This is an optimization exercise on Yosys and OpenROAD, whose aim is small area, not a production implementation.
Only simulation tests tie the RTL to the original design; equivalence was not proved.
Power and IR drop assume default switching activity.

==> flow/flow/run.sh <==
#!/bin/bash
# Own layout flow: the standard ORFS flow (standard.sh), changed only in
#  - synthesis: the adder step keeps full adders only (no half adders), and the one ABC
#    mapping call runs an area script (deepsyn, then area mapping) with sixteen seeds,
#    keeping the smallest result; registers and all other synthesis steps are untouched;
#  - port buffers: buf_1 cells;
#  - clock tree: clkbuf_8 buffers, without the dummy loads CTS adds for balance.
# Each tool's full output goes to a log file in this folder (make_*.log) and under orfs/logs.
set -euo pipefail
W=$(pwd)
F=$W/flow
for s in $(seq 1 16); do
  sed "s/@SEED@/$s/" $F/abc_area.script > $W/abc_area_s$s.script
done
cat > $W/area_synth.tcl <<EOT
proc extract_fa {args} { yosys extract_fa -fa }
proc abc {args} {
  set lib [lindex \$args [expr {[lsearch -exact \$args -liberty] + 1}]]
  set i [lsearch -exact \$args -script]
  yosys design -save flow_pre_abc
  set best ""
  foreach s {1 2 3 4 5 6 7 8 9 10 11 12 13 14 15 16} {
    yosys design -load flow_pre_abc
    yosys abc {*}[lreplace \$args [expr {\$i + 1}] [expr {\$i + 1}] $W/abc_area_s\$s.script]
    set st [tee -q -s result.string stat -liberty \$lib]
    regexp {Chip area for module [^:]*: ([0-9.]+)} \$st -> area
    puts "area abc seed \$s: \$area"
    if {\$best eq "" || \$area < \$best} {
      set best \$area
      yosys design -save flow_best_abc
    }
  }
  yosys design -load flow_best_abc
  puts "area abc best: \$best"
}
source $W/synth_recipe.tcl
EOT
bash $W/standard.sh SYNTH_SCRIPT=$W/area_synth.tcl \
  "BUFFER_PORTS_ARGS=-buffer_cell sky130_fd_sc_hd__buf_1" \
  "CTS_ARGS=-sink_clustering_enable -repair_clock_nets -buf_list sky130_fd_sc_hd__clkbuf_8 -dont_use_dummy_load" \
  ${FLOW_TARGET:-finish} > $W/make_finish.log 2>&1
==> flow/flow/abc_area.script <==
&get -n
&st
&deepsyn -T 40 -S @SEED@
&put
dch -f
map -a -B 0
topo
==> flow/standard.sh <==
#!/bin/bash
# synth_recipe.tcl (not shown) runs the flow's synth.tcl, then flattens the netlist and writes it again
# the make line also repeats each setting of config.mk as NAME=value (left out here)
make -C /OpenROAD-flow-scripts/flow DESIGN_CONFIG=/design/flow/config.mk WORK_HOME=/design/flow/orfs CLKGATE_MAP_FILE= SYNTH_SCRIPT=/design/flow/synth_recipe.tcl "${@:-finish}"
==> flow/config.mk <==
export PLATFORM = sky130hd
export DESIGN_NAME = updown
export DESIGN_NICKNAME = updown
export VERILOG_FILES = /design/flow/design.v
export SDC_FILE = /design/flow/constraint.sdc
export NUM_CORES = 4
export LEC_CHECK = 0
export CAP_MARGIN = 20
export CORE_MARGIN = 2
export CORE_UTILIZATION = 40
export CTS_BUF_LIST = sky130_fd_sc_hd__clkbuf_8
export SLEW_MARGIN = 20
==> flow/constraint.sdc <==
create_clock -name core_clock -period 8.0 [get_ports {clk}]
set_input_delay 1.6000 -clock core_clock [delete_from_list [all_inputs] [get_ports {clk}]]
set_output_delay 1.6000 -clock core_clock [all_outputs]
set_load 0.01 [all_outputs]
==> flow/design.v <==
module updown ( din, ncs, nrd, nwr, a0, a1, clk, start, reset, cout, err, dir, ec, dout, dout_en ) ;
input wire [7:0]din ;
input wire ncs ;
input wire nrd ;
input wire nwr ;
input wire a0 ;
input wire a1 ;
input wire clk ;
input wire start ;
input wire reset ;
output reg [7:0]cout ;
output reg dir ;
output reg err ;
output reg ec ;
output wire [7:0]dout ;
output wire dout_en ;
reg [7:0]PLR ;
reg [7:0]ULR ;
reg [7:0]LLR ;
reg [7:0]CCR ;
reg [7:0]cycle_count ;
reg posedge_start ;
reg stop_downcount ;
reg stop_upcount;
reg start_upcount ;
reg stop_load_plr ;
function [8:0] sub9;
  input [7:0] a;
  input [7:0] b;
  integer i;
  reg br;
  begin
    br = 1'b0;
    for (i = 0; i < 8; i = i + 1) begin
      sub9[i] = a[i] ^ b[i] ^ br;
      br = (~a[i] & b[i]) | (~(a[i] ^ b[i]) & br);
    end
    sub9[8] = br;
  end
endfunction
function lt8;
  input [7:0] a;
  input [7:0] b;
  integer i;
  reg r;
  begin
    r = 1'b0;
    for (i = 0; i < 8; i = i + 1)
      r = (~a[i] & b[i]) | (~(a[i] ^ b[i]) & r);
    lt8 = r;
  end
endfunction
function [7:0] inc8;
  input [7:0] a;
  integer i;
  reg c;
  begin
    c = 1'b1;
    for (i = 0; i < 8; i = i + 1) begin
      inc8[i] = a[i] ^ c;
      c = a[i] & c;
    end
  end
endfunction
function [7:0] dec8;
  input [7:0] a;
  integer i;
  reg b;
  begin
    b = 1'b1;
    for (i = 0; i < 8; i = i + 1) begin
      dec8[i] = a[i] ^ b;
      b = ~a[i] & b;
    end
  end
endfunction
wire bothlow = ~nwr & ~nrd ;
wire wr      = ~nwr & ~ncs & nrd & ~posedge_start ;
assign dout_en = ~nrd & ~ncs & nwr ;
wire rd_p = dout_en & ~a1 & ~a0 ;
wire rd_u = dout_en & ~a1 &  a0 ;
wire rd_l = dout_en &  a1 & ~a0 ;
wire rd_c = dout_en &  a1 &  a0 ;
assign dout = ({8{rd_p}} & PLR) | ({8{rd_u}} & ULR) | ({8{rd_l}} & LLR) | ({8{rd_c}} & CCR) ;
wire [8:0] dpl = sub9(PLR, LLR) ;    
wire [8:0] dup = sub9(ULR, PLR) ;    
wire pl_hi0 = ~|dpl[7:1] ;
wire up_hi0 = ~|dup[7:1] ;
wire p_lt_l = dpl[8] ;
wire p_eq_l = pl_hi0 & ~dpl[0] ;
wire pl_one = pl_hi0 & dpl[0] ;           
wire pl_ge2 = ~dpl[8] & ~pl_hi0 ;         
wire p_gt_l = ~dpl[8] & ~p_eq_l ;
wire p_gt_u = dup[8] ;
wire p_eq_u = up_hi0 & ~dup[0] ;
wire up_one = up_hi0 & dup[0] ;           
wire up_ge2 = ~dup[8] & ~up_hi0 ;         
wire up_two = dup[7:0] == 8'd2 ;           
wire p_lt_u = ~dup[8] & ~p_eq_u ;
wire p_out  = p_lt_l | p_gt_u ;
wire l_hi = &LLR[7:1] ;
wire u_lo = ~|ULR[7:1] ;
wire p_hi = &PLR[7:1] ;
wire p_lo = ~|PLR[7:1] ;
wire p_ge_l2w = pl_ge2 | (l_hi & (~LLR[0] | |PLR)) ;    
wire p_le_u2w = up_ge2 | (u_lo & (ULR[0] | ~&PLR)) ;    
wire u_ge_p2w = up_ge2 | (p_hi & (~PLR[0] | |ULR)) ;    
wire l_le_p2w = pl_ge2 | (p_lo & (PLR[0] | ~&LLR)) ;    
wire c_lt_u = lt8(cout, ULR) ;
wire c_eq_u = cout == ULR ;
wire c_gt_l = lt8(LLR, cout) ;
wire c_eq_l = cout == LLR ;
wire [8:0] dpc = sub9(PLR, cout) ;    
wire pc_hi0 = ~|dpc[7:1] ;
wire c_eq_p = pc_hi0 & ~dpc[0] ;
wire c_eq_pm1 = pc_hi0 & dpc[0] ;        
wire c_eq_pp1 = &dpc[7:0] ;              
wire c_lt_p = ~dpc[8] & ~c_eq_p ;
wire nz = |cycle_count ;
wire ccr0 = ~|CCR ;
wire mA = p_ge_l2w & p_le_u2w ;          
wire mB = pl_one & up_one ;
wire nA = p_gt_l & p_lt_u & pl_ge2 & up_ge2 ;
wire nB = p_gt_l & p_lt_u & pl_one & up_one ;
always @ (posedge clk)
  if (reset)
    posedge_start <= 1'b0 ;
  else if (bothlow)
    posedge_start <= 1'b0 ;
  else if (start)
    posedge_start <= 1'b1 ;
  else if (~nz | p_out)
    posedge_start <= 1'b0 ;
always @ (posedge clk)
  if (reset) PLR <= 8'h0 ;
  else if (wr & ~a0 & ~a1) PLR <= din ;
always @ (posedge clk)
  if (reset) ULR <= 8'hff ;
  else if (wr & a0 & ~a1) ULR <= din ;
always @ (posedge clk)
  if (reset) LLR <= 8'h0 ;
  else if (wr & ~a0 & a1) LLR <= din ;
always @ (posedge clk)
  if (reset) CCR <= 8'h0 ;
  else if (wr & a0 & a1) CCR <= din ;
always @ (posedge clk)
  if (reset) err <= 1'b0 ;
  else if (start) err <= p_out ;
always @ (posedge clk)
  if (reset)
    ec <= 1'b0 ;
  else if (~ncs & bothlow & start)
    ec <= ec ;
  else if (posedge_start & p_out)
    ec <= 1'b0 ;
  else if (~nz & ~start & posedge_start & ~bothlow)
    ec <= 1'b1 ;
  else if (start & ~posedge_start)
    ec <= 1'b0 ;
wire g = posedge_start & nz ;
reg c_up, c_dn ;
always @(*) begin
  c_up = 1'b0 ; c_dn = 1'b0 ;
  if (p_eq_u & p_eq_l & g) ;
  else if (g & nA & c_lt_u & ~stop_upcount & ~start_upcount) c_up = 1'b1 ;
  else if (g & nA & c_gt_l & ~stop_downcount) c_dn = 1'b1 ;
  else if (g & nA & c_lt_p) c_up = 1'b1 ;
  else if (g & nB & c_lt_u & ~stop_upcount) c_up = 1'b1 ;
  else if (g & nB & c_gt_l & ~stop_downcount) c_dn = 1'b1 ;
  else if (g & nB & c_lt_p) c_up = 1'b1 ;
  else if (g & p_eq_l & p_lt_u & c_lt_u & ~stop_upcount & u_ge_p2w) c_up = 1'b1 ;
  else if (g & p_eq_l & p_lt_u & c_lt_u & up_one) c_up = 1'b1 ;
  else if (g & p_eq_l & p_lt_u & c_gt_l) c_dn = 1'b1 ;
  else if (g & p_eq_u & p_gt_l & c_gt_l & ~stop_downcount & l_le_p2w) c_dn = 1'b1 ;
  else if (g & p_eq_u & p_gt_l & c_gt_l & pl_one) c_dn = 1'b1 ;
  else if (g & p_eq_u & p_gt_l & c_lt_u) c_up = 1'b1 ;
end
function [7:0] tmask8;
  input [7:0] a;
  input en;
  input dn;
  integer i;
  reg t;
  begin
    t = en;
    for (i = 0; i < 8; i = i + 1) begin
      tmask8[i] = t;
      t = t & (a[i] ^ dn);
    end
  end
endfunction
wire c_clr = reset | (start & p_out) ;
wire c_ldp = ~c_clr & start & ~stop_load_plr & ~bothlow ;
wire [7:0] c_cnt = cout ^ tmask8(cout, c_up | c_dn, c_dn) ;
always @ (posedge clk)
  cout <= c_ldp ? PLR : (c_clr ? 8'h0 : c_cnt) ;
always @ (posedge clk)
  if (reset)
    stop_load_plr <= 1'b0 ;
  else if (start)
    stop_load_plr <= 1'b1 ;
  else if (ec | (~nwr & ~posedge_start) | err)
    stop_load_plr <= 1'b0 ;
reg n_dn ;
always @(*) begin
  n_dn = 1'b0 ;
  if (p_eq_u & p_eq_l & nz & posedge_start)
    n_dn = 1'b1 ;
  else if (mA)
    n_dn = c_eq_pm1 & nz & stop_downcount ;
  else if (mB)
    n_dn = c_eq_l & nz & stop_upcount ;
  else if (p_eq_l & p_le_u2w & nz & stop_upcount & c_eq_pp1)
    n_dn = 1'b1 ;
  else if (p_eq_l & up_one & nz & c_eq_u)
    n_dn = 1'b1 ;
  else if (p_eq_u & p_ge_l2w & nz & stop_downcount & c_eq_pm1)
    n_dn = 1'b1 ;
  else if (p_eq_u & pl_one & nz & c_eq_l)
    n_dn = 1'b1 ;
end
wire n_ld = ~reset & start & ~stop_load_plr ;
wire [7:0] n_cnt = cycle_count ^ tmask8(cycle_count, n_dn & ~reset, 1'b1) ;
always @ (posedge clk)
  cycle_count <= n_ld ? CCR : (reset ? 8'h0 : n_cnt) ;
always @ (posedge clk)
  if (reset | ccr0)
    dir <= 1'b0 ;
  else if (p_eq_u & p_eq_l & nz & posedge_start)
    dir <= dir ;
  else if (p_eq_l & up_one & c_lt_u & g)
    dir <= 1'b1 ;
  else if (p_eq_l & up_one & c_gt_l & posedge_start)
    dir <= 1'b0 ;
  else if (c_gt_l & p_eq_u & pl_one & g)
    dir <= 1'b0 ;
  else if (c_lt_u & p_eq_u & pl_one & posedge_start)
    dir <= 1'b1 ;
  else if (start & ~posedge_start & ~p_eq_u & ~p_out)
    dir <= 1'b1 ;
  else if (g & ~p_out & c_lt_u & ~stop_upcount & ~start_upcount)
    dir <= 1'b1 ;
  else if (g & ~p_out & c_gt_l & ~stop_downcount)
    dir <= 1'b0 ;
  else if (g & ~p_out & c_lt_p)
    dir <= 1'b1 ;
always @ (posedge clk)
  if (reset)
    start_upcount <= 1'b0 ;
  else if (mA) begin
    if (c_eq_l & posedge_start)
      start_upcount <= 1'b1 ;
    else if (c_eq_pm1 & posedge_start)
      start_upcount <= 1'b0 ;
  end
  else if (mB) begin
    if (c_eq_p & posedge_start)
      start_upcount <= 1'b0 ;
    else if (c_eq_l & posedge_start)
      start_upcount <= 1'b1 ;
  end
always @ (posedge clk)
  if (reset)
    stop_upcount <= 1'b0 ;
  else if (p_eq_l & p_lt_u & c_eq_pp1 & up_two)
    stop_upcount <= 1'b0 ;
  else if (c_eq_u & posedge_start)
    stop_upcount <= 1'b1 ;
  else if (c_eq_l & posedge_start)
    stop_upcount <= 1'b0 ;
  else if (ec)
    stop_upcount <= 1'b0 ;
always @ (posedge clk)
  if (reset)
    stop_downcount <= 1'b0 ;
  else if (p_eq_l & p_lt_u)
    stop_downcount <= 1'b0 ;
  else if (p_eq_u & p_gt_l & posedge_start & c_eq_pm1 & ~stop_upcount)
    stop_downcount <= 1'b0 ;
  else if (c_eq_l & posedge_start)
    stop_downcount <= 1'b1 ;
  else if (posedge_start & c_eq_p)
    stop_downcount <= 1'b0 ;
  else if (ec)
    stop_downcount <= 1'b0 ;
endmodule
==> metrics.md, run 1 <==
| Metric | Value |
|---|---|
| Row count | 34 |
| FILL cells | 901 |
| TNS Setup | 0 ns |
| Setup WS post-layout | 0.8366 ns |
| Buffers and inverters on the worst path | 8 |
| Nets | 549 |
| Most common cell after layout, fill and taps aside | clkinv_1 |
| Tightest Pin Transition | 0.7105 ns |
| Final Hold Fails | 0 |
| Simple-gate share of the synthesized area | 20.04% |
| Vias/cell | 5.798 |
| Die area | 9487 um^2 |
| CTS Root Cell | clkbuf_8 |
| RSZ-0062 raised after global routing | no |
| # Post-CTS Setup Buffers | 0 |
| Fmax | 139.6 MHz |
| Area grow syn2layout | 9.824% |
| GRT Overall Usage | 24.89% |
| Drt wl/cell | 18.50 um |
| Overall routed net length | 11430 um |
| Setup crit start kind | flop |
| Hpwl dp | 9231 um |
| Synth warn | 1 |
| Skew-Pair Late Insertion Delay | 0.32 ns |
| Placed Instances | 613 |
| Max-capacitance violation count | 0 |
| Post-Syn Instances | 469 |
| Post-Synth Adder-Cell Area | 12.05% |
| Diodes inserted | 0 |
| Critical path arrival | 7.37 ns |
| Most used cell, CP | clkinv_1 |
| Synthesized cell area | 3490 um^2 |
| Vias | 3583 |
| Non-filler cells, final | 618 |
| Leading cell types in the layout, fill and taps excluded | clkinv_1, dfxtp_1, nor2_1, nand2_1, o22ai_1 |
| Critical path data required time | 8.20 ns |
| Min Tclk post-route | 7.163 ns |
| Compound-gate portion of the synthesized area | 24.27% |
| Hold path start | cycle_count[7] |
| Largest family of logic cells by synthesized area | compound AO/OA/AOI/OAI gates |
| Final setup fails | 0 |
| Post-DRT Antenna Nets | 0 |
| TritonCTS Buffers | 5 |
| CP max stage delay | 0.59 ns |
| Initial antenna violation count | 0 |
| #FFs+latches synth | 56 |
| Remaining routing DRC violations | 0 |
| PD cells | 168.5 nW/um^2 |
| Register area share after synthesis | 32.13% |
| CP Class | reg -> reg |
| Status | finished clean |
| Area of the multi-input gates | 1993 um^2 |
| Final Cycle Share | 89.54% |
| First-pass GRT wire length | 18950 um |
| FF-to-FF Start | PLR[0] |
| Post-synthesis xor/xnor area fraction | 0.7530% |
| Crit. Startpoint | PLR[0] |
| Crit path max-delay family | adder cells |
| Top cells by area, synth | dfxtp_1, fa_1, clkinv_1, o22ai_1, nor2_1 |
| Vias in the first global route | 3561 |
| Tot Pwr | 0.6458 mW |
| Clock Path Buffers | 2 |
| H-tree depth | 2 |
| Pleak | 1.268 nW |
| Register area | 1121 um^2 |
| Pre-antenna DRT Iters | 5 |
| Buffers on Ports | 35 |
| Fin util | 44.60% |
| Largest net degree at the start of global routing | 20 |
| Area fraction of the dominant cell type after synthesis | 32.13% |
| Multiplexer area fraction after synthesis | 0% |
| Skew final | 0.02203 ns |
| Setup slack at placement | 1.040 ns |
| Clk slew on worst S/H paths | 0.10 ns |
| Initial Util | 40.61% |
| Hold_buf cts | 0 |
| Gpl congestion | 1.005 |
| Max_slew headroom | 52.20% |
| # resized after CTS | 0 |
| Die X | 97.40 um |
| Mean Syn Cell Area | 7.441 um^2 |
| VDD IR max | 0.08418 mV |
| Syn Nets | 506 |
| Unique masters post-synth | 28 |
| Share of cells above drive strength 1 | 1.961% |
| Congestion Overflow GR | 0 |
| Worst hold-check path type | reg -> reg |
| Initial DRC Count | 339 |
| Crit-path slowest cell | nor4_1 |
| Area leader, netlist | dfxtp_1 |
| Core Footprint | 8593 um^2 |
| Final slew viol count | 0 |
| IO Pins | 36 |
| CTS sink count | 56 |
| Worst Path Max Fanout | 5 |
| TritonCTS clock tree | done |
| Crit path capture type | flop |
| Die height | 97.40 um |
synthesized netlist by cell type (all sizes together):
master  number
a211oi       1
a21oi       23
a221oi       1
a22oi       23
a31oi        1
a32o         1
a32oi        3
and3         1
clkinv     100
dfxtp       56
fa          21
nand2       48
nand3       15
nand3b       3
nand4       11
nor2        49
nor3        22
nor3b        1
nor4         5
o211ai       2
o21ai       24
o221ai      11
o22ai       39
o31a         1
o31ai        2
or2          2
xnor2        2
xor2         1
final timing paths:
| check | endpoint | slack [ns] | cells after the start |
|---|---|---|---|
| max | cout[5] | 0.84 | 32 |
| min | cycle_count[7] | 0.49 | 2 |
| max reg2reg | cout[5] | 0.84 | 32 |
| min reg2reg | cycle_count[7] | 0.49 | 2 |
logic make-up (layout without fill, tap and decap cells):
kind of cell | Yosys count | in the layout
fa+ha+maj | 21 | 21
compound gates | 132 | 132
buf+inv | 100 | 141
flops | 56 | 56
xor+xnor | 3 | 3
simple gates | 157 | 157
area by class of cell:
type / instances / share of cell area, %
multi-input cells: 313 / 52.01
flip-flops and latches: 56 / 29.25
inverters: 100 / 9.794
repair buffers: 36 / 3.624
well taps: 108 / 3.526
clock buffers: 5 / 1.796
layer usage:
| layer | part of all wire (%) | track usage (%) | wire, um |
|---|---|---|---|
| met5 | 0 | 0 | 0 |
| met1 | 45 | 34.56 | 5107 |
| met4 | 1.9 | 6.624 | 212 |
| met2 | 46 | 40.53 | 5307 |
| met3 | 7.0 | 3.885 | 804 |
worst reg2reg max path, delay by kind of cell, from the launching register on:
| family | cells | cell delay [ns] |
|---|---|---|
| buffers and inverters | 8 | 1.18 |
| xor gates and xnor gates | 1 | 0.17 |
| adders and majority gates | 7 | 2.61 |
| and+or+nand+nor | 12 | 2.16 |
| DFF | 1 | 0.43 |
| AOI/OAI and AO/OA | 4 | 0.53 |
state kept, by name (all words and copies together) (netlist names):
| name | count |
|---|---|
| stop_load_plr | 1 |
| stop_downcount | 1 |
| cycle_count | 8 |
| LLR | 8 |
| CCR | 8 |
| ULR | 8 |
| stop_upcount | 1 |
| ec | 1 |
| err | 1 |
| posedge_start | 1 |
| dir | 1 |
| cout | 8 |
| start_upcount | 1 |
| PLR | 8 |
power breakdown:
| part | internal (mW) | total (mW) | switching [mW] | leakage (nW) |
|---|---|---|---|---|
| registers | 0.291 | 0.304 | 0.0137 | 0.453 |
| clock network | 0.0570 | 0.151 | 0.0938 | 0.0359 |
| logic | 0.0670 | 0.191 | 0.124 | 0.779 |
per-stage QoR:
stage | hold slack [ns] | area (um^2)
floorplan | 0.4577 | 3490
global placement | 0.4760 | 3764
detailed placement | 0.4793 | 3764
CTS | 0.4962 | 3832
global route | 0.5310 | 3832
finish | 0.4946 | 3832
==> run 2: changes to the inputs <==
--- a/flow/design.v
+++ b/flow/design.v
@@ -191,7 +191,9 @@
 endfunction
 wire c_clr = reset | (start & p_out) ;
 wire c_ldp = ~c_clr & start & ~stop_load_plr & ~bothlow ;
-wire [7:0] c_cnt = cout ^ tmask8(cout, c_up | c_dn, c_dn) ;
+wire [7:0] c_ones  = tmask8(cout, 1'b1, 1'b0) ;    
+wire [7:0] c_zeros = tmask8(cout, 1'b1, 1'b1) ;    
+wire [7:0] c_cnt = cout ^ (({8{c_up}} & c_ones) | ({8{c_dn}} & c_zeros)) ;
 always @ (posedge clk)
   cout <= c_ldp ? PLR : (c_clr ? 8'h0 : c_cnt) ;
 always @ (posedge clk)
==> metrics.md, run 2 <==
| Metric | Value |
|---|---|
| Status | finished clean |
| Area grow syn2layout | 9.732% (about the same) |
| Net Sw Frac | 30.70% (-5.1 points) |
| Crit-path slowest cell | nor4_1 |
| CTS Root Cell | clkbuf_8 |
| Skew final | 0.01590 ns (-0.006137 ns) |
| First-pass GRT wire length | 18360 um (-3.1%) |
| P_int | 0.3673 mW (-11%) |
| Initial Util | 40.70% (+0.087 points) |
| Pre-antenna DRT Iters | 5 (unchanged) |
| Syn Nets | 508 (+0.40%) |
| Die X | 97.50 um (+0.10%) |
| Pleak | 1.289 nW (+1.6%) |
| Remaining routing DRC violations | 0 (unchanged) |
| Area fraction of the dominant cell type after synthesis | 32.06% (-0.069 points) |
| Tightest Pin Transition | 0.8962 ns (+0.1857 ns) |
| Count leader, synth | clkinv_1 |
| Nets | 550 (+0.18%) |
| Synth async-reset ratio | 0% (unchanged) |
| Largest net degree at the start of global routing | 18 (-10%) |
| CP Class | reg -> reg |
| TNS Setup | 0 ns (unchanged) |
| Critical path arrival | 7.35 ns (-0.02 ns) |
| Synthesized cell area | 3497 um^2 (+0.22%) |
| Mean Syn Cell Area | 7.425 um^2 (-0.21%) |
| Post-synth top cells | clkinv_1, dfxtp_1, nor2_1 |
| Max_slew headroom | 39.80% (-12 points) |
| Most used DFF post-synth | dfxtp_1 |
| Congestion Overflow GR | 0 (unchanged) |
| Die height | 97.50 um (+0.10%) |
| Worst hold-check path type | reg -> reg |
| Diodes inserted | 0 (unchanged) |
| Flop pwr share | 54.8% (+7.7 points) |
| Initial antenna violation count | 0 (unchanged) |
| Switching power | 0.1627 mW (-30%) |
| VDD IR max | 0.06198 mV (-26%) |
| RSZ-0062 raised after global routing | no |
| CTS sink count | 56 (unchanged) |
| Placed Instance Area | 3764 um^2 (unchanged) |
| IO Pins | 36 (unchanged) |
| Vias/cell | 5.924 (+2.2%) |
| Post-Syn Instances | 471 (+0.43%) |
| Max-capacitance violation count | 0 (unchanged) |
| Post-DRT Antenna Nets | 0 (unchanged) |
| CP max stage delay | 0.66 ns (+0.07 ns) |
| Hpwl dp | 9083 um (-1.6%) |
| Most common cell after layout, fill and taps aside | clkinv_1 |
| Final slew viol count | 0 (unchanged) |
| Row count | 34 (unchanged) |
| Initial DRC Count | 265 (-22%) |
| # resized after CTS | 0 (unchanged) |
| Post-synth EDFFs | 0 (unchanged) |
| Final setup fails | 0 (unchanged) |
| Gpl congestion | 0.9583 (-4.7%) |
| Register area share after synthesis | 32.06% (-0.069 points) |
| Worst Path Max Fanout | 5 (unchanged) |
| PD cells | 138.1 nW/um^2 (-18%) |
| Drt wl/cell | 18.31 um (-1.0%) |
| GRT Overall Usage | 24.23% (-0.66 points) |
| Vias | 3667 (+2.3%) |
| Fmax | 139.9 MHz (+0.18%) |
| Share of cells above drive strength 1 | 1.761% (-0.20 points) |
| Combinational power share | 17.0% (-12 points) |
| TritonCTS Buffers | 5 (unchanged) |
| Clock Path Buffers | 2 (unchanged) |
| Critical path data required time | 8.20 ns (about the same) |
| Leading cell types in the layout, fill and taps excluded | clkinv_1, dfxtp_1, nor2_1, nand2_1, o22ai_1 |
| Core Footprint | 8593 um^2 (unchanged) |
| Crit path capture type | flop |
| Area leader, netlist | dfxtp_1 |
| Hold_buf cts | 0 (unchanged) |
| Unique masters post-synth | 27 (-3.6%) |
| Buffers on Ports | 35 (unchanged) |
| Vias in the first global route | 3448 (-3.2%) |
| Final Cycle Share | 89.38% (-0.16 points) |
| Setup crit start kind | flop |
| Die area | 9506 um^2 (+0.21%) |
| Overall routed net length | 11340 um (-0.84%) |
| TritonCTS clock tree | done |
| # Post-CTS Setup Buffers | 0 (unchanged) |
| #FFs+latches synth | 56 (unchanged) |
| Skew-Pair Late Insertion Delay | 0.32 ns (about the same) |
| Clk slew on worst S/H paths | 0.10 ns (about the same) |
| Top cells by area, synth | dfxtp_1, fa_1, clkinv_1, o22ai_1, nor2_1 |
| Clock share of power | 28.2% (+4.8 points) |
| Final Hold Fails | 0 (unchanged) |
| Tot Pwr | 0.5300 mW (-18%) |
| Synth warn | 1 (unchanged) |
| H-tree depth | 2 (unchanged) |
| Min Tclk post-route | 7.151 ns (-0.01286 ns) |
| Finished Cell Area | 3837 um^2 (+0.13%) |
run 2: final timing paths:
kind | start | end | slack [ns] | depth (start not counted)
setup / recovery | PLR[0] | cout[7] | 0.85 | 33
hold / removal | start_upcount | start_upcount | 0.45 | 2
setup reg to reg | PLR[0] | cout[7] | 0.85 | 33
hold reg to reg | start_upcount | start_upcount | 0.45 | 2
run 2: logic make-up (layout without fill, tap and decap cells):
group,after synthesis,after routing,synth area share (%)
flops,56,56,32.06
xor+xnor,1,1,0.2505
simple gates,159,159,20.07
buf+inv,102,142,10.95
fa+ha+maj,21,21,12.02
compound gates,132,132,24.65
run 2: worst max-delay path: cells and delay by family (launching register included):
kind | cells | cell delay [ns]
flip-flops | 1 | 0.40
buffers and inverters | 7 | 0.81
AO/OA/AOI/OAI | 8 | 1.35
AND/OR/NAND/NOR | 11 | 1.95
adder cells (fa/ha/maj) | 7 | 2.53
run 2: area by class of cell:
class,count,area [um^2]
sequential,56,1121
tap,108,135.1
multi-input combinational,313,1998
fill,915,4756
inverter,102,382.9
timing repair buffer,35,131.4
clock buffer,5,68.82
run 2: power groups by stage:
stage                     clock network (mW)  registers [mW]  logic [mW]
after global routing                   0.163           0.291       0.101
after CTS                              0.154           0.290      0.0876
final                                  0.150           0.290      0.0902
after global placement                     0           0.297      0.0866
after detailed placement                   0           0.297      0.0874
after floorplan                            0           0.295      0.0599
run 2: per-stage QoR:
step / hold slack, ns / utilization, % / instances / setup WS, ns
finish: 0.4497 / 44.66 / 619 / 0.8495
global route: 0.4713 / 44.66 / 619 / 0.1435
CTS: 0.4556 / 44.60 / 619 / 0.9329
detailed placement: 0.4417 / 43.80 / 614 / 0.9405
global placement: 0.4405 / 43.80 / 614 / 1.193
floorplan: 0.4216 / - / 471 / 1.750
run 2: routing by layer:
layer  GRT usage [%]  vias up  wire [um]  share of wire [%]
met3           3.165       25        840                7.4
li1                -     1755          -                  -
met1           33.20     1709       4887                 43
met4           8.654        0        318                2.8
met2           39.26      178       5288                 47
met5               0        -          0                  0
==> run 3: changes to the inputs <==
--- a/flow/flow/run.sh
+++ b/flow/flow/run.sh
@@ -1,7 +1,7 @@
 #!/bin/bash
 # Own layout flow: the standard ORFS flow (standard.sh), changed only in
 #  - synthesis: the adder step keeps full adders only (no half adders), and the one ABC
-#    mapping call runs an area script (deepsyn, then area mapping) with sixteen seeds,
+#    mapping call runs an area script (deepsyn, then area mapping) with eight seeds,
 #    keeping the smallest result; registers and all other synthesis steps are untouched;
 #  - port buffers: buf_1 cells;
 #  - clock tree: clkbuf_8 buffers, without the dummy loads CTS adds for balance.
@@ -9,7 +9,7 @@
 set -euo pipefail
 W=$(pwd)
 F=$W/flow
-for s in $(seq 1 16); do
+for s in 1 2 3 4 5 6 7 8; do
   sed "s/@SEED@/$s/" $F/abc_area.script > $W/abc_area_s$s.script
 done
 cat > $W/area_synth.tcl <<EOT
@@ -19,7 +19,7 @@
   set i [lsearch -exact \$args -script]
   yosys design -save flow_pre_abc
   set best ""
-  foreach s {1 2 3 4 5 6 7 8 9 10 11 12 13 14 15 16} {
+  foreach s {1 2 3 4 5 6 7 8} {
     yosys design -load flow_pre_abc
     yosys abc {*}[lreplace \$args [expr {\$i + 1}] [expr {\$i + 1}] $W/abc_area_s\$s.script]
     set st [tee -q -s result.string stat -liberty \$lib]
==> flow/flow/abc_area.script (replaced) <==
&get -n
&st
&deepsyn -T 100 -S @SEED@
&put
dch -f
map -a -B 0
topo
==> metrics.md, run 3 <==
| Metric | Value |
|---|---|
| Count leader, synth | clkinv_1 |
| Most used cell, CP | clkinv_1 |
| Mean Syn Cell Area | 7.313 um^2 (-1.5%) |
| Pre-antenna DRT Iters | 5 (unchanged) |
| Clock Path Buffers | 2 (unchanged) |
| Most common cell after layout, fill and taps aside | clkinv_1 |
| PD cells | 138.9 nW/um^2 (+0.57%) |
| Min Tclk post-route | 7.135 ns (-0.01533 ns) |
| Status | finished clean |
| Worst hold-check path type | reg -> reg |
| TritonCTS Buffers | 5 (unchanged) |
| Max_slew headroom | 29.25% (-11 points) |
| Row count | 34 (unchanged) |
| Synthesized cell area | 3525 um^2 (+0.79%) |
| Initial Util | 40.81% (+0.12 points) |
| P_int | 0.3715 mW (+1.1%) |
| Final Hold Fails | 0 (unchanged) |
| Leading cell types in the layout, fill and taps excluded | clkinv_1, dfxtp_1, nor2_1, o22ai_1, nand2_1 |
| Syn Nets | 519 (+2.2%) |
| Die area | 9579 um^2 (+0.76%) |
| TNS Setup | 0 ns (unchanged) |
| Vias in the first global route | 3681 (+6.8%) |
| #FFs+latches synth | 56 (unchanged) |
| Initial antenna violation count | 0 (unchanged) |
| Nets | 564 (+2.5%) |
| Crit path capture type | flop |
| Max-capacitance violation count | 0 (unchanged) |
| Register area | 1121 um^2 (unchanged) |
| Register area share after synthesis | 31.81% (-0.25 points) |
| Post-Syn Instances | 482 (+2.3%) |
| Placed Instances | 628 (+2.3%) |
| Vias/cell | 5.959 (+0.59%) |
| TritonCTS clock tree | done |
| Fmax | 140.2 MHz (+0.21%) |
| Vias | 3772 (+2.9%) |
| First-pass GRT wire length | 18980 um (+3.4%) |
| Congestion Overflow GR | 0 (unchanged) |
| Largest net degree at the start of global routing | 20 (+2) |
| Net Sw Frac | 31.23% (+0.53 points) |
| Synth async-reset ratio | 0% (unchanged) |
| H-tree depth | 2 (unchanged) |
| VDD IR max | 0.07737 mV (+25%) |
| Synth warn | 1 (unchanged) |
| Unique masters post-synth | 26 (-3.7%) |
| Buffers on Ports | 35 (unchanged) |
| Area grow syn2layout | 10.33% |
| Diodes inserted | 0 (unchanged) |
| Initial DRC Count | 269 (+1.5%) |
| IO Pins | 36 (unchanged) |
| Overall routed net length | 11760 um (+3.8%) |
| Remaining routing DRC violations | 0 (unchanged) |
| Drt wl/cell | 18.58 um (+1.5%) |
| Final setup fails | 0 (unchanged) |
| CP max stage delay | 0.40 ns (-0.26 ns) |
| Gpl congestion | 0.9722 (+1.5%) |
| Area fraction of the dominant cell type after synthesis | 31.81% (-0.25 points) |
| Final slew viol count | 0 (unchanged) |
| Critical path data required time | 8.20 ns (about the same) |
| Area of the multi-input gates | 2008 um^2 (+0.50%) |
| Combinational power share | 18.0% (+1.0 points) |
| Worst Path Max Fanout | 7 (+2) |
| Crit-path slowest cell | fa_1 |
| Share of cells above drive strength 1 | 1.714% (-0.047 points) |
| CTS Root Cell | clkbuf_8 |
| Die X | 97.87 um (+0.38%) |
| Die height | 97.87 um (+0.38%) |
| RSZ-0062 raised after global routing | no |
| Switching power | 0.1687 mW (+3.7%) |
| GRT Overall Usage | 24.64% (+0.41 points) |
| Top cells by area, synth | dfxtp_1, fa_1, clkinv_1, o22ai_1, nor2_1 |
| Hold_buf cts | 0 (unchanged) |
| Setup crit start kind | flop |
| Final Cycle Share | 89.19% (-0.19 points) |
| Tightest Pin Transition | 1.053 ns (+0.1570 ns) |
| Core Footprint | 8636 um^2 (+0.50%) |
| Non-filler cells, final | 633 (+2.3%) |
| Hpwl dp | 9198 um (+1.3%) |
| Post-synth top cells | clkinv_1, dfxtp_1, nor2_1 |
| Area leader, netlist | dfxtp_1 |
| FILL cells | 908 (-0.77%) |
| Critical path arrival | 7.33 ns (-0.02 ns) |
| Most used DFF post-synth | dfxtp_1 |
| Flop pwr share | 53.8% (-1.0 points) |
| Post-DRT Antenna Nets | 0 (unchanged) |
| CP Class | reg -> reg |
| Skew final | 0.03351 ns (+0.01762 ns) |
| Pleak | 1.299 nW (+0.79%) |
| Post-synth EDFFs | 0 (unchanged) |
| Skew-Pair Late Insertion Delay | 0.32 ns (about the same) |
| Clk slew on worst S/H paths | 0.12 ns (+0.02 ns) |
| CTS sink count | 56 (unchanged) |
| Fin util | 45.03% (+0.37 points) |
| Clock share of power | 28.1% (about the same) |
run 3: routing by layer:
metal	vias up	global-route usage, %	wire length (um)	share of wire (%)
li1	1781	-	-	-
met1	1783	33.45	5246	45
met2	180	40.67	5437	46
met3	28	3.794	814	6.9
met4	0	7.372	263	2.2
met5	-	0	0	0
run 3: final timing paths:
kind	startpoint	endpoint	slack (ns)	cells after the start
worst max-delay path	PLR[0]	cout[7]	0.86	37
worst min-delay path	dir	dir	0.49	2
worst max register to register	PLR[0]	cout[7]	0.86	37
worst min register to register	dir	dir	0.49	2
run 3: critical path: cells and delay by family, from the launching register on:
family	cells	cell delay (ns)
AO/OA/AOI/OAI	7	1.12
adder cells (fa/ha/maj)	7	2.51
buffers and inverters	11	1.17
flip-flops	1	0.38
AND/OR/NAND/NOR	12	1.82
run 3: cells by family (layout without fill, tap and decap cells):
| logic type | Yosys count | in the layout | share of synthesized area [%] |
|---|---|---|---|
| AND/OR/NAND/NOR | 152 | 152 | 18.85 |
| XOR/XNOR | 3 | 3 | 0.7456 |
| flip-flops | 56 | 56 | 31.81 |
| AO/OA/AOI/OAI | 143 | 143 | 25.28 |
| buffers and inverters | 107 | 150 | 11.40 |
| adder cells (fa/ha/maj) | 21 | 21 | 11.93 |
run 3: final cells by class:
| class | instances | area share [%] |
|---|---|---|
| well taps | 108 | 3.475 |
| multi-input cells | 319 | 51.64 |
| inverters | 107 | 10.33 |
| clock buffers | 5 | 1.770 |
| repair buffers | 38 | 3.958 |
| flip-flops and latches | 56 | 28.83 |
run 3: through the flow:
stage / power, mW / cell area, um^2 / worst slack (ns) / hold slack, ns
after global placement: 0.3903 / 3814 / 1.008 / 0.4725
after floorplan: 0.3564 / 3525 / 1.462 / 0.4586
after detailed placement: 0.3909 / 3814 / 0.8630 / 0.4771
after global routing: 0.5636 / 3889 / 0.1774 / 0.5349
after CTS: 0.5378 / 3882 / 0.8156 / 0.4878
final: 0.5402 / 3889 / 0.8648 / 0.4853
run 3: power groups by stage:
stage | registers [mW] | clock network (mW) | logic (mW)
after floorplan | 0.295 | 0 | 0.0610
after global placement | 0.297 | 0 | 0.0932
after detailed placement | 0.297 | 0 | 0.0939
after CTS | 0.291 | 0.153 | 0.0942
after global routing | 0.292 | 0.163 | 0.109
final | 0.291 | 0.152 | 0.0974
run 3: timing repair:
item,CTS,global route
setup buffers,0,0
resized for setup,0,1
endpoints found under the hold margin,0,0
setup endpoints to repair,0,1
==> run 4: changes to the inputs <==
--- a/flow/design.v
+++ b/flow/design.v
@@ -191,9 +191,7 @@
 endfunction
 wire c_clr = reset | (start & p_out) ;
 wire c_ldp = ~c_clr & start & ~stop_load_plr & ~bothlow ;
-wire [7:0] c_ones  = tmask8(cout, 1'b1, 1'b0) ;    
-wire [7:0] c_zeros = tmask8(cout, 1'b1, 1'b1) ;    
-wire [7:0] c_cnt = cout ^ (({8{c_up}} & c_ones) | ({8{c_dn}} & c_zeros)) ;
+wire [7:0] c_cnt = cout ^ tmask8(cout, c_up | c_dn, c_dn) ;
 always @ (posedge clk)
   cout <= c_ldp ? PLR : (c_clr ? 8'h0 : c_cnt) ;
 always @ (posedge clk)
==> metrics.md, run 4 <==
| Metric | Value |
|---|---|
| Finished Cell Area | 3832 um^2 (-1.4%) |
| Remaining routing DRC violations | 0 (unchanged) |
| Congestion Overflow GR | 0 (unchanged) |
| Vias in the first global route | 3561 (-3.3%) |
| Fmax | 139.6 MHz (-0.39%) |
| Row count | 34 (unchanged) |
| Die height | 97.40 um (-0.48%) |
| Buffers and inverters on the worst path | 8 (-3) |
| Critical path data required time | 8.20 ns (about the same) |
| Switching power | 0.2311 mW (+37%) |
| Skew final | 0.02203 ns (-0.01148 ns) |
| Tot Pwr | 0.6458 mW (+20%) |
| CTS sink count | 56 (unchanged) |
| First-pass GRT wire length | 18950 um (-0.14%) |
| Area grow syn2layout | 9.824% |
| Crit path capture type | flop |
| Pleak | 1.268 nW (-2.4%) |
| TritonCTS clock tree | done |
| Share of cells above drive strength 1 | 1.961% (+0.25 points) |
| Post-Syn Instances | 469 (-2.7%) |
| Gpl congestion | 1.005 (+3.4%) |
| Final slew viol count | 0 (unchanged) |
| Crit-path slowest cell | nor4_1 |
| Diodes inserted | 0 (unchanged) |
| Unique masters post-synth | 28 (+7.7%) |
| Synth warn | 1 (unchanged) |
| IO Pins | 36 (unchanged) |
| #FFs+latches synth | 56 (unchanged) |
| Tightest Pin Transition | 0.7105 ns (-0.3427 ns) |
| Final setup fails | 0 (unchanged) |
| Worst Path Max Fanout | 5 (-2) |
| Most used cell, CP | clkinv_1 |
| Die X | 97.40 um (-0.48%) |
| FILL cells | 901 (-0.77%) |
| Largest net degree at the start of global routing | 20 (unchanged) |
| Leading cell types in the layout, fill and taps excluded | clkinv_1, dfxtp_1, nor2_1, nand2_1, o22ai_1 |
| Setup crit start kind | flop |
| RSZ-0062 raised after global routing | no |
| Most used DFF post-synth | dfxtp_1 |
| Skew-Pair Late Insertion Delay | 0.32 ns (about the same) |
| Net Sw Frac | 35.79% (+4.6 points) |
| CP max stage delay | 0.59 ns (+0.19 ns) |
| Synthesized cell area | 3490 um^2 (-0.99%) |
| Clk slew on worst S/H paths | 0.10 ns (-0.02 ns) |
| Final Hold Fails | 0 (unchanged) |
| # Post-CTS Setup Buffers | 0 (unchanged) |
| CP Class | reg -> reg |
| Initial antenna violation count | 0 (unchanged) |
| GRT busiest layer | met2 |
| Final Cycle Share | 89.54% (+0.35 points) |
| Register area | 1121 um^2 (unchanged) |
| Combinational power share | 29.5% (+12 points) |
| TritonCTS Buffers | 5 (unchanged) |
| Clock Path Buffers | 2 (unchanged) |
| Vias | 3583 (-5.0%) |
| GRT Overall Usage | 24.89% (+0.25 points) |
| Critical path arrival | 7.37 ns (+0.04 ns) |
| GR Layer Usage met1 | 34.56% (+1.1 points) |
| Count leader, synth | clkinv_1 |
| CTS Root Cell | clkbuf_8 |
| # resized after CTS | 0 (unchanged) |
| Met3 Usage GRT | 3.885% (+0.091 points) |
| PD cells | 168.5 nW/um^2 (+21%) |
| Max-capacitance violation count | 0 (unchanged) |
| Max_slew headroom | 52.20% (+23 points) |
| Post-synth EDFFs | 0 (unchanged) |
| Nets | 549 (-2.7%) |
| Area leader, netlist | dfxtp_1 |
| Post-DRT Antenna Nets | 0 (unchanged) |
| TNS Setup | 0 ns (unchanged) |
| H-tree depth | 2 (unchanged) |
| Placed Instance Area | 3764 um^2 (-1.3%) |
| Worst hold-check path type | reg -> reg |
| Drt wl/cell | 18.50 um (-0.46%) |
| Flop pwr share | 47.1% (-6.7 points) |
| P_int | 0.4147 mW (+12%) |
| Pre-antenna DRT Iters | 5 (unchanged) |
| Final Hold Slack | 0.4946 ns (+0.009372 ns) |
| Buffers on Ports | 35 (unchanged) |
| Fin util | 44.60% (-0.43 points) |
| Crit path max-delay family | adder cells |
| Syn Nets | 506 (-2.5%) |
| Die area | 9487 um^2 (-0.96%) |
| Top cells by area, synth | dfxtp_1, fa_1, clkinv_1, o22ai_1, nor2_1 |
| Clock share of power | 23.4% (-4.7 points) |
| Hold_buf cts | 0 (unchanged) |
| Vias/cell | 5.798 (-2.7%) |
| GRT met2 Usage | 40.53% (-0.14 points) |
| Post-synth top cells | clkinv_1, dfxtp_1, nor2_1 |
| Hpwl dp | 9231 um (+0.36%) |
| Most common cell after layout, fill and taps aside | clkinv_1 |
| Area of the multi-input gates | 1993 um^2 (-0.75%) |
| Initial DRC Count | 339 (+26%) |
| Overall routed net length | 11430 um (-2.8%) |
| Area fraction of the dominant cell type after synthesis | 32.13% (+0.32 points) |
| Core Footprint | 8593 um^2 (-0.49%) |
| VDD IR max | 0.08418 mV (+8.8%) |
| Initial Util | 40.61% (-0.21 points) |
| Mean Syn Cell Area | 7.441 um^2 (+1.8%) |
| Status | finished clean |
| Min Tclk post-route | 7.163 ns (+0.02819 ns) |
| Synth async-reset ratio | 0% (unchanged) |
| Register area share after synthesis | 32.13% (+0.32 points) |
[run 4: cell count changes after synthesis, sizes merged, moves of 3 or more]
cell / previous run / this run
a211oi: 11 / 1
a21oi: 17 / 23
a22oi: 14 / 23
clkinv: 107 / 100
nand3: 11 / 15
nand3b: 0 / 3
nor2: 52 / 49
nor4: 11 / 5
o21a: 3 / 0
o21ai: 37 / 24
o221ai: 1 / 11
o22ai: 48 / 39
[run 4: cell families after synthesis]
| logic type | Yosys count | synth area share [%] |
|---|---|---|
| DFF | 56 | 32.13 |
| adders and majority gates | 21 | 12.05 |
| buffers and inverters | 100 | 10.76 |
| and+or+nand+nor | 157 | 20.04 |
| AOI/OAI and AO/OA | 132 | 24.27 |
| xor gates and xnor gates | 3 | 0.7531 |
[run 4: final timing paths]
kind	end	slack, ns	startpoint	cells past startpoint
max	cout[5]	0.84	PLR[0]	32
min	cycle_count[7]	0.49	cycle_count[7]	2
max reg2reg	cout[5]	0.84	PLR[0]	32
min reg2reg	cycle_count[7]	0.49	cycle_count[7]	2
[run 4: final cells by class]
cell class              count  share of cell area [%]
well taps                 108                   3.526
clock buffers               5                   1.796
multi-input cells         313                   52.01
inverters                 100                   9.794
repair buffers             36                   3.624
flip-flops and latches     56                   29.25
[run 4: tightest hold or removal path: stages, from the launching register on]
cell and delay (ns):
dfxtp_1 0.32, nand2_1 0.06, o22ai_1 0.07
[run 4: per-stage QoR]
step                setup WS (ns)  instances
CTS                         1.006        618
global route               0.2374        618
floorplan                   2.183        469
detailed placement          1.040        613
finish                     0.8366        618
global placement           0.9785        613
[run 4: power by group through the flow]
| stage | Sequential [mW] | Combinational, mW | Clock (mW) |
|---|---|---|---|
| 2_1_floorplan | 0.308 | 0.134 | 0 |
| 3_5_place_dp | 0.311 | 0.186 | 0 |
| 5_1_grt | 0.307 | 0.212 | 0.164 |
| 4_1_cts | 0.304 | 0.187 | 0.155 |
| 3_3_place_gp | 0.311 | 0.186 | 0 |
| 6_report | 0.304 | 0.191 | 0.151 |
[run 4: per-layer routing]
layer  vias up  share of wire, %
met1      1677                45
met4         0               1.9
met3        16               7.0
met5         -                 0
met2       159                46
li1       1731                 -
==> run 5: changes to the inputs <==
==> flow/flow/abc_area.script (replaced) <==
&get -n
&st
&deepsyn -T 40 -S @SEED@
&put
dch -f
map -a -B 0
topo
==> metrics.md, run 5 <==
| Metric | Value |
|---|---|
| R2R setup slack | 0.84 ns (about the same) |
| Core Footprint | 8593 um^2 (unchanged) |
| Most used cell, CP | clkinv_1 |
| Top cells by area, synth | dfxtp_1, fa_1, clkinv_1, o22ai_1, nor2_1 |
| FILL cells | 901 (unchanged) |
| Buffers on Ports | 35 (unchanged) |
| Mean Syn Cell Area | 7.441 um^2 (unchanged) |
| Overall routed net length | 11430 um (unchanged) |
| Skew final | 0.02203 ns (unchanged) |
| Share of cells above drive strength 1 | 1.961% (unchanged) |
| IO Pins | 36 (unchanged) |
| Buffers and inverters on the worst path | 8 (unchanged) |
| Drt wl/cell | 18.50 um (unchanged) |
| GRT Overall Usage | 24.89% (unchanged) |
| PD cells | 168.5 nW/um^2 (unchanged) |
| Setup crit start kind | flop |
| Max_slew headroom | 52.20% (unchanged) |
| Fmax | 139.6 MHz (unchanged) |
| Initial antenna violation count | 0 (unchanged) |
| Area leader, netlist | dfxtp_1 |
| Final setup fails | 0 (unchanged) |
| # resized after CTS | 0 (unchanged) |
| Hold-critical path depth | 2 (unchanged) |
| Reg-to-reg endpoint | cout[5] |
| Worst hold-check path type | reg -> reg |
| VDD IR max | 0.08418 mV (unchanged) |
| Register area share after synthesis | 32.13% (unchanged) |
| Hold path start | cycle_count[7] |
| Crit path capture type | flop |
| Synth async-reset ratio | 0% (unchanged) |
| H-tree depth | 2 (unchanged) |
| Hpwl dp | 9231 um (unchanged) |
| TNS Setup | 0 ns (unchanged) |
| Synth warn | 1 (unchanged) |
| Largest net degree at the start of global routing | 20 (unchanged) |
| First-pass GRT wire length | 18950 um (unchanged) |
| Post-synth top cells | clkinv_1, dfxtp_1, nor2_1 |
| Final slew viol count | 0 (unchanged) |
| Vias in the first global route | 3561 (unchanged) |
| Remaining routing DRC violations | 0 (unchanged) |
| Pleak | 1.268 nW (unchanged) |
| Post-synth EDFFs | 0 (unchanged) |
| Status | finished clean |
| Area fraction of the dominant cell type after synthesis | 32.13% (unchanged) |
| Count leader, synth | clkinv_1 |
| Capture point of the critical path | cout[5] |
| Finished Cell Area | 3832 um^2 (unchanged) |
| Placed Instance Area | 3764 um^2 (unchanged) |
| Pre-antenna DRT Iters | 5 (unchanged) |
| Initial Util | 40.61% (unchanged) |
| CTS Root Cell | clkbuf_8 |
| Unique masters post-synth | 28 (unchanged) |
| Post-DRT Antenna Nets | 0 (unchanged) |
| Syn Nets | 506 (unchanged) |
| Die area | 9487 um^2 (unchanged) |
| Skew-Pair Late Insertion Delay | 0.32 ns (about the same) |
| Synthesized cell area | 3490 um^2 (unchanged) |
| #FFs+latches synth | 56 (unchanged) |
| Vias | 3583 (unchanged) |
| Gpl congestion | 1.005 (unchanged) |
| Tightest Pin Transition | 0.7105 ns (unchanged) |
| CP Depth | 32 (unchanged) |
| CP Class | reg -> reg |
| Leading cell types in the layout, fill and taps excluded | clkinv_1, dfxtp_1, nor2_1, nand2_1, o22ai_1 |
| Final Hold Fails | 0 (unchanged) |
| Clock Path Buffers | 2 (unchanged) |
| Most common cell after layout, fill and taps aside | clkinv_1 |
| Crit-path slowest cell | nor4_1 |
| Die X | 97.40 um (unchanged) |
| Critical path data required time | 8.20 ns (about the same) |
| Vias/cell | 5.798 (unchanged) |
| Nets | 549 (unchanged) |
| Min Tclk post-route | 7.163 ns (unchanged) |
| TritonCTS Buffers | 5 (unchanged) |
| Max-capacitance violation count | 0 (unchanged) |
| Die height | 97.40 um (unchanged) |
| Worst Path Max Fanout | 5 (unchanged) |
| Clk slew on worst S/H paths | 0.10 ns (about the same) |
| FF-to-FF Start | PLR[0] |
| Area grow syn2layout | 9.824% (unchanged) |
| Final Cycle Share | 89.54% (unchanged) |
| Critical path arrival | 7.37 ns (about the same) |
| Congestion Overflow GR | 0 (unchanged) |
| CTS sink count | 56 (unchanged) |
| Crit. Startpoint | PLR[0] |
| Post-Syn Instances | 469 (unchanged) |
| R2R depth | 32 (unchanged) |
| TritonCTS clock tree | done |
| RSZ-0062 raised after global routing | no |
| CP max stage delay | 0.59 ns (about the same) |
| # Post-CTS Setup Buffers | 0 (unchanged) |
| Crit path max-delay family | adder cells |
| Hold_buf cts | 0 (unchanged) |
| Diodes inserted | 0 (unchanged) |
| Initial DRC Count | 339 (unchanged) |
| Row count | 34 (unchanged) |
| Most used DFF post-synth | dfxtp_1 |
-- run 5: cell counts after synthesis --
No cell type changed its count.
-- run 5: kinds of logic (layout without fill, tap and decap cells) --
| family | Yosys count | count (layout) | synth area share (%) |
|---|---|---|---|
| compound gates | 132 | 132 | 24.27 |
| flops | 56 | 56 | 32.13 |
| simple gates | 157 | 157 | 20.04 |
| buf+inv | 100 | 141 | 10.76 |
| xor+xnor | 3 | 3 | 0.7531 |
| fa+ha+maj | 21 | 21 | 12.05 |
-- run 5: area by class of cell --
type,count,area (um^2),share of cell area (%)
Sequential cell,56,1121,29.25
Clock buffer,5,68.82,1.796
Inverter,100,375.4,9.794
Tap cell,108,135.1,3.526
Multi-Input combinational cell,313,1993,52.01
Timing Repair Buffer,36,138.9,3.624
-- run 5: routing by layer --
layer	vias up	track usage (%)	part of all wire, %
met5	-	0	0
met2	159	40.53	46
li1	1731	-	-
met4	0	6.624	1.9
met3	16	3.885	7.0
met1	1677	34.56	45
-- run 5: worst min-delay path by stage --
stage,endpoint,slack [ns]
5_1_grt,cycle_count[7],0.53
3_3_place_gp,cycle_count[7],0.48
4_1_cts,cycle_count[7],0.50
2_1_floorplan,cycle_count[7],0.46
3_5_place_dp,cycle_count[7],0.48
6_report,cycle_count[7],0.49
-- run 5: tightest hold or removal path, cell delays in order, from the launching register on --
cell,delay [ns]
dfxtp_1,0.32
nand2_1,0.06
o22ai_1,0.07
-- run 5: metrics by stage --
stage | power, mW | hold WS (ns) | instances | setup slack (ns) | util [%]
2_1_floorplan | 0.4421 | 0.4577 | 469 | 2.183 | -
3_3_place_gp | 0.4973 | 0.4760 | 613 | 0.9785 | 43.80
3_5_place_dp | 0.4964 | 0.4793 | 613 | 1.040 | 43.80
4_1_cts | 0.6461 | 0.4962 | 618 | 1.006 | 44.60
5_1_grt | 0.6826 | 0.5310 | 618 | 0.2374 | 44.60
6_report | 0.6458 | 0.4946 | 618 | 0.8366 | 44.60
-- run 5: report_power, final --
| part | total, mW | internal [mW] | switching [mW] |
|---|---|---|---|
| combinational | 0.191 | 0.0670 | 0.124 |
| clock | 0.151 | 0.0570 | 0.0938 |
| sequential | 0.304 | 0.291 | 0.0137 |
| total | 0.646 | 0.415 | 0.231 |
==> run 6: changes to the inputs <==
--- a/flow/design.v
+++ b/flow/design.v
@@ -14,7 +14,8 @@
 output reg ec ;
 output wire [7:0]dout ;
 output wire dout_en ;
-reg [7:0]PLR ;
+reg [7:0]PLR_n ;                  
+wire [7:0]PLR = ~PLR_n ;
 reg [7:0]ULR ;
 reg [7:0]LLR ;
 reg [7:0]CCR ;
@@ -24,6 +25,21 @@
 reg stop_upcount;
 reg start_upcount ;
 reg stop_load_plr ;
+function [8:0] add9;
+  input [7:0] a;
+  input [7:0] b;
+  input ci;
+  integer i;
+  reg c;
+  begin
+    c = ci;
+    for (i = 0; i < 8; i = i + 1) begin
+      add9[i] = a[i] ^ b[i] ^ c;
+      c = (a[i] & b[i]) | (a[i] & c) | (b[i] & c);
+    end
+    add9[8] = c;
+  end
+endfunction
 function [8:0] sub9;
   input [7:0] a;
   input [7:0] b;
@@ -82,8 +98,10 @@
 wire rd_l = dout_en &  a1 & ~a0 ;
 wire rd_c = dout_en &  a1 &  a0 ;
 assign dout = ({8{rd_p}} & PLR) | ({8{rd_u}} & ULR) | ({8{rd_l}} & LLR) | ({8{rd_c}} & CCR) ;
-wire [8:0] dpl = sub9(PLR, LLR) ;    
-wire [8:0] dup = sub9(ULR, PLR) ;    
+wire [8:0] spl = add9(PLR_n, LLR, 1'b0) ;    
+wire [8:0] dpl = {spl[8], ~spl[7:0]} ;       
+wire [8:0] sup = add9(ULR, PLR_n, 1'b1) ;    
+wire [8:0] dup = {~sup[8], sup[7:0]} ;       
 wire pl_hi0 = ~|dpl[7:1] ;
 wire up_hi0 = ~|dup[7:1] ;
 wire p_lt_l = dpl[8] ;
@@ -110,7 +128,8 @@
 wire c_eq_u = cout == ULR ;
 wire c_gt_l = lt8(LLR, cout) ;
 wire c_eq_l = cout == LLR ;
-wire [8:0] dpc = sub9(PLR, cout) ;    
+wire [8:0] spc = add9(PLR_n, cout, 1'b0) ;   
+wire [8:0] dpc = {spc[8], ~spc[7:0]} ;       
 wire pc_hi0 = ~|dpc[7:1] ;
 wire c_eq_p = pc_hi0 & ~dpc[0] ;
 wire c_eq_pm1 = pc_hi0 & dpc[0] ;        
@@ -132,8 +151,8 @@
   else if (~nz | p_out)
     posedge_start <= 1'b0 ;
 always @ (posedge clk)
-  if (reset) PLR <= 8'h0 ;
-  else if (wr & ~a0 & ~a1) PLR <= din ;
+  if (reset) PLR_n <= 8'hff ;
+  else if (wr & ~a0 & ~a1) PLR_n <= ~din ;
 always @ (posedge clk)
   if (reset) ULR <= 8'hff ;
   else if (wr & a0 & ~a1) ULR <= din ;
@@ -158,42 +177,38 @@
   else if (start & ~posedge_start)
     ec <= 1'b0 ;
 wire g = posedge_start & nz ;
-reg c_up, c_dn ;
-always @(*) begin
-  c_up = 1'b0 ; c_dn = 1'b0 ;
-  if (p_eq_u & p_eq_l & g) ;
-  else if (g & nA & c_lt_u & ~stop_upcount & ~start_upcount) c_up = 1'b1 ;
-  else if (g & nA & c_gt_l & ~stop_downcount) c_dn = 1'b1 ;
-  else if (g & nA & c_lt_p) c_up = 1'b1 ;
-  else if (g & nB & c_lt_u & ~stop_upcount) c_up = 1'b1 ;
-  else if (g & nB & c_gt_l & ~stop_downcount) c_dn = 1'b1 ;
-  else if (g & nB & c_lt_p) c_up = 1'b1 ;
-  else if (g & p_eq_l & p_lt_u & c_lt_u & ~stop_upcount & u_ge_p2w) c_up = 1'b1 ;
-  else if (g & p_eq_l & p_lt_u & c_lt_u & up_one) c_up = 1'b1 ;
-  else if (g & p_eq_l & p_lt_u & c_gt_l) c_dn = 1'b1 ;
-  else if (g & p_eq_u & p_gt_l & c_gt_l & ~stop_downcount & l_le_p2w) c_dn = 1'b1 ;
-  else if (g & p_eq_u & p_gt_l & c_gt_l & pl_one) c_dn = 1'b1 ;
-  else if (g & p_eq_u & p_gt_l & c_lt_u) c_up = 1'b1 ;
-end
-function [7:0] tmask8;
-  input [7:0] a;
-  input en;
+wire m_ab = nA | nB ;        
+wire m_l  = p_eq_l & p_lt_u ;
+wire m_u  = p_eq_u & p_gt_l ;
+wire ab_up1 = c_lt_u & ~stop_upcount & (~start_upcount | nB) ;
+wire ab_dn  = c_gt_l & ~stop_downcount ;
+wire l_up = c_lt_u & (~stop_upcount | up_one) ;
+wire u_dn = c_gt_l & (~stop_downcount | pl_one) ;
+wire c_up = g & ((m_ab & (ab_up1 | (~ab_dn & c_lt_p))) | (m_l & l_up) | (m_u & ~u_dn & c_lt_u)) ;
+wire c_dn = g & ((m_ab & ~ab_up1 & ab_dn) | (m_l & ~l_up & c_gt_l) | (m_u & u_dn)) ;
+function [7:0] step8;
+  input [7:0] a;
   input dn;
   integer i;
   reg t;
   begin
-    t = en;
-    for (i = 0; i < 8; i = i + 1) begin
-      tmask8[i] = t;
+    t = 1'b1;
+    for (i = 0; i < 8; i = i + 1) begin
+      step8[i] = a[i] ^ t;
       t = t & (a[i] ^ dn);
     end
   end
 endfunction
-wire c_clr = reset | (start & p_out) ;
-wire c_ldp = ~c_clr & start & ~stop_load_plr & ~bothlow ;
-wire [7:0] c_cnt = cout ^ tmask8(cout, c_up | c_dn, c_dn) ;
-always @ (posedge clk)
-  cout <= c_ldp ? PLR : (c_clr ? 8'h0 : c_cnt) ;
+wire [7:0] c_step = step8(cout, c_dn) ;
+always @ (posedge clk)
+  if (reset)
+    cout <= 8'h0 ;
+  else if (start & p_out)
+    cout <= 8'd0 ;
+  else if (start & ~stop_load_plr & ~bothlow)
+    cout <= PLR ;
+  else if (c_up | c_dn)
+    cout <= c_step ;
 always @ (posedge clk)
   if (reset)
     stop_load_plr <= 1'b0 ;
@@ -201,28 +216,30 @@
     stop_load_plr <= 1'b1 ;
   else if (ec | (~nwr & ~posedge_start) | err)
     stop_load_plr <= 1'b0 ;
-reg n_dn ;
-always @(*) begin
-  n_dn = 1'b0 ;
-  if (p_eq_u & p_eq_l & nz & posedge_start)
-    n_dn = 1'b1 ;
-  else if (mA)
-    n_dn = c_eq_pm1 & nz & stop_downcount ;
-  else if (mB)
-    n_dn = c_eq_l & nz & stop_upcount ;
+wire [7:0] n_dec = dec8(cycle_count) ;
+always @ (posedge clk)
+  if (reset)
+    cycle_count <= 8'h0 ;
+  else if (start & ~stop_load_plr)
+    cycle_count <= CCR ;
+  else if (p_eq_u & p_eq_l & nz & posedge_start)
+    cycle_count <= n_dec ;
+  else if (mA) begin
+    if (c_eq_pm1 & nz & stop_downcount)
+      cycle_count <= n_dec ;
+  end
+  else if (mB) begin
+    if (c_eq_l & nz & stop_upcount)
+      cycle_count <= n_dec ;
+  end
   else if (p_eq_l & p_le_u2w & nz & stop_upcount & c_eq_pp1)
-    n_dn = 1'b1 ;
+    cycle_count <= n_dec ;
   else if (p_eq_l & up_one & nz & c_eq_u)
-    n_dn = 1'b1 ;
+    cycle_count <= n_dec ;
   else if (p_eq_u & p_ge_l2w & nz & stop_downcount & c_eq_pm1)
-    n_dn = 1'b1 ;
+    cycle_count <= n_dec ;
   else if (p_eq_u & pl_one & nz & c_eq_l)
-    n_dn = 1'b1 ;
-end
-wire n_ld = ~reset & start & ~stop_load_plr ;
-wire [7:0] n_cnt = cycle_count ^ tmask8(cycle_count, n_dn & ~reset, 1'b1) ;
-always @ (posedge clk)
-  cycle_count <= n_ld ? CCR : (reset ? 8'h0 : n_cnt) ;
+    cycle_count <= n_dec ;
 always @ (posedge clk)
   if (reset | ccr0)
     dir <= 1'b0 ;
==> metrics.md, run 6 <==
| Metric | Value |
|---|---|
| R2R setup slack | 0.74 ns (-0.10 ns) |
| #FFs+latches synth | 56 (unchanged) |
| Skew-Pair Late Insertion Delay | 0.32 ns (about the same) |
| Buffers and inverters on the worst path | 8 (unchanged) |
| Net Sw Frac | 38.92% (+3.1 points) |
| Congestion Overflow GR | 0 (unchanged) |
| Setup crit start kind | flop |
| Most common cell after layout, fill and taps aside | clkinv_1 |
| Diodes inserted | 0 (unchanged) |
| Drt wl/cell | 18.58 um (+0.46%) |
| First-pass GRT wire length | 18800 um (-0.84%) |
| Initial Util | 40.70% (+0.090 points) |
| Register area share after synthesis | 31.90% (-0.23 points) |
| Synth async-reset ratio | 0% (unchanged) |
| Clk slew on worst S/H paths | 0.10 ns (about the same) |
| Syn Nets | 516 (+2.0%) |
| Count leader, synth | clkinv_1 |
| Worst Path Max Fanout | 5 (unchanged) |
| RSZ-0062 raised after global routing | no |
| TNS Setup | 0 ns (unchanged) |
| CP Class | reg -> reg |
| Critical path arrival | 7.50 ns (+0.13 ns) |
| PD cells | 191.9 nW/um^2 (+14%) |
| Max_slew headroom | 47.47% (-4.7 points) |
| Initial DRC Count | 297 (-12%) |
| Post-synth EDFFs | 0 (unchanged) |
| Min Tclk post-route | 7.261 ns (+0.09766 ns) |
| Clock share of power | 19.9% (-3.5 points) |
| Row count | 34 (unchanged) |
| Clock Path Buffers | 2 (unchanged) |
| Setup slack at placement | 0.7742 ns (-0.2660 ns) |
| Tightest Pin Transition | 0.7820 ns (+0.07148 ns) |
| Remaining routing DRC violations | 0 (unchanged) |
| GRT Overall Usage | 24.74% (-0.14 points) |
| Overall routed net length | 11670 um (+2.1%) |
| Largest net degree at the start of global routing | 19 (-5.0%) |
| TritonCTS clock tree | done |
| # Post-CTS Setup Buffers | 0 (unchanged) |
| Unique masters post-synth | 29 (+3.6%) |
| P_int | 0.4528 mW (+9.2%) |
| Fin util | 44.74% (+0.14 points) |
| Tot Pwr | 0.7414 mW (+15%) |
| CTS sink count | 56 (unchanged) |
| Vias in the first global route | 3561 (unchanged) |
| Final Hold Slack | 0.4737 ns (-0.02092 ns) |
| Skew final | 0.02113 ns (-0.0009052 ns) |
| Crit-path slowest cell | fa_1 |
| Synth warn | 1 (unchanged) |
| Fmax | 137.7 MHz (-1.3%) |
| Hpwl dp | 9216 um (-0.17%) |
| Initial antenna violation count | 0 (unchanged) |
| Flop pwr share | 43.6% (-3.5 points) |
| Area fraction of the dominant cell type after synthesis | 31.90% (-0.23 points) |
| Leading cell types in the layout, fill and taps excluded | clkinv_1, nor2_1, dfxtp_1, nand2_1, o22ai_1 |
| Status | finished clean |
| Critical path data required time | 8.23 ns (+0.03 ns) |
| Die area | 9552 um^2 (+0.69%) |
| Switching power | 0.2885 mW (+25%) |
| Die height | 97.74 um (+0.34%) |
| Final Cycle Share | 90.76% (+1.2 points) |
| CTS Root Cell | clkbuf_8 |
| Pleak | 1.251 nW (-1.4%) |
| Die X | 97.74 um (+0.34%) |
| H-tree depth | 2 (unchanged) |
| FILL cells | 907 (+0.67%) |
| Top cells by area, synth | dfxtp_1, fa_1, clkinv_1, nor2_1, o22ai_1 |
| Vias | 3741 (+4.4%) |
| Most used DFF post-synth | dfxtp_1 |
| Max-capacitance violation count | 0 (unchanged) |
| Setup WS post-layout | 0.7390 ns (-0.09765 ns) |
| Post-Syn Instances | 479 (+2.1%) |
run 6: cell count changes in the layout (fill, tap and decap cells not counted), sizes merged, moves of 3 or more:
cell    before  now
a211oi       1   10
a22oi       23   20
a31oi        1    8
nor2        49   69
nand4       11    5
o221ai      11    3
nor3        22   16
nor4         5   10
nand3       15   11
a32oi        3    0
o21ai       24   34
nand2       48   41
a21oi       23   17
run 6: timing repair:
item / in CTS / in global routing
endpoints found under the setup margin: 0 / 2
hold endpoints to repair: 0 / 0
hold buffers: 0 / 0
resized for setup: 0 / 1
run 6: power groups by stage:
stage / combinational [mW] / clock, mW / sequential (mW)
floorplan: 0.202 / 0 / 0.325
detailed placement: 0.265 / 0 / 0.330
CTS: 0.266 / 0.152 / 0.323
finish: 0.271 / 0.147 / 0.324
global placement: 0.266 / 0 / 0.330
global route: 0.312 / 0.162 / 0.327
run 6: tightest hold or removal path, stage by stage, from the launching register on:
cell and delay, ns:
dfxtp_1 0.32, nand2_1 0.06, o41ai_1 0.06
run 6: cell type report:
type / instances / area, um^2 / share of cell area [%]
sequential: 56 / 1121 / 29.02
multi-input combinational: 323 / 2024 / 52.40
inverter: 100 / 375.4 / 9.715
timing repair buffer: 36 / 138.9 / 3.595
tap: 108 / 135.1 / 3.497
clock buffer: 5 / 68.82 / 1.781
run 6: worst paths after layout:
path / startpoint / endpoint / cells after the start
setup / recovery: PLR_n[0] / cout[7] / 35
hold / removal: stop_load_plr / stop_load_plr / 2
setup reg to reg: PLR_n[0] / cout[7] / 35
hold reg to reg: stop_load_plr / stop_load_plr / 2
run 6: kinds of logic (layout without fill, tap and decap cells):
kind of cell | Yosys count | count (layout) | share of synthesized area [%]
AOI/OAI and AO/OA | 144 | 144 | 25.81
buffers and inverters | 100 | 141 | 10.68
adders and majority gates | 21 | 21 | 11.96
and+or+nand+nor | 155 | 155 | 18.90
xor gates and xnor gates | 3 | 3 | 0.7477
DFF | 56 | 56 | 31.90
run 6: layer usage:
layer  up-vias  share of wire, %  wire [um]  global-route usage (%)
met5         -                 0          0                       0
met4         0               3.8        442                   10.04
met3        38               8.1        941                   4.223
met2       205                45       5224                   38.25
met1      1742                43       5062                   34.58
li1       1756                 -          -                       -
run 6: through the flow:
| step | instances | area [um^2] |
|---|---|---|
| 2_1_floorplan | 479 | 3515 |
| 3_3_place_gp | 623 | 3789 |
| 3_5_place_dp | 623 | 3789 |
| 4_1_cts | 628 | 3857 |
| 5_1_grt | 628 | 3864 |
| 6_report | 628 | 3864 |

==> static timing again, ports no longer ideal <==
Ports are ideal in the flow. The routed layouts listed here were re-timed in OpenROAD.
Step 1 assumes that a clkbuf_16 drives the clock port and a buf_2 every other input.
Step 2, shift: input delay + t, output delay - t, t = (earliest + latest rising clock arrival at the registers) / 2. This alone moves slack from input paths to output paths.
Three values: no drivers, after step 1, after step 2; two values: the first two.
| run | t (ns) | slack for setup (ns) |
|---|---|---|
| run 1 | 0.351 | 0.837 / 0.837 / 0.837 |
| run 2 | 0.340 | 0.849 / 0.849 / 0.849 |
| run 3 | 0.339 | 0.865 / 0.865 / 0.865 |
| run 4 | 0.351 | 0.837 / 0.837 / 0.837 |
| run 5 | 0.351 | 0.837 / 0.837 / 0.837 |
| run 6 | 0.341 | 0.739 / 0.739 / 0.739 |
After both steps every run listed still meets setup and hold.
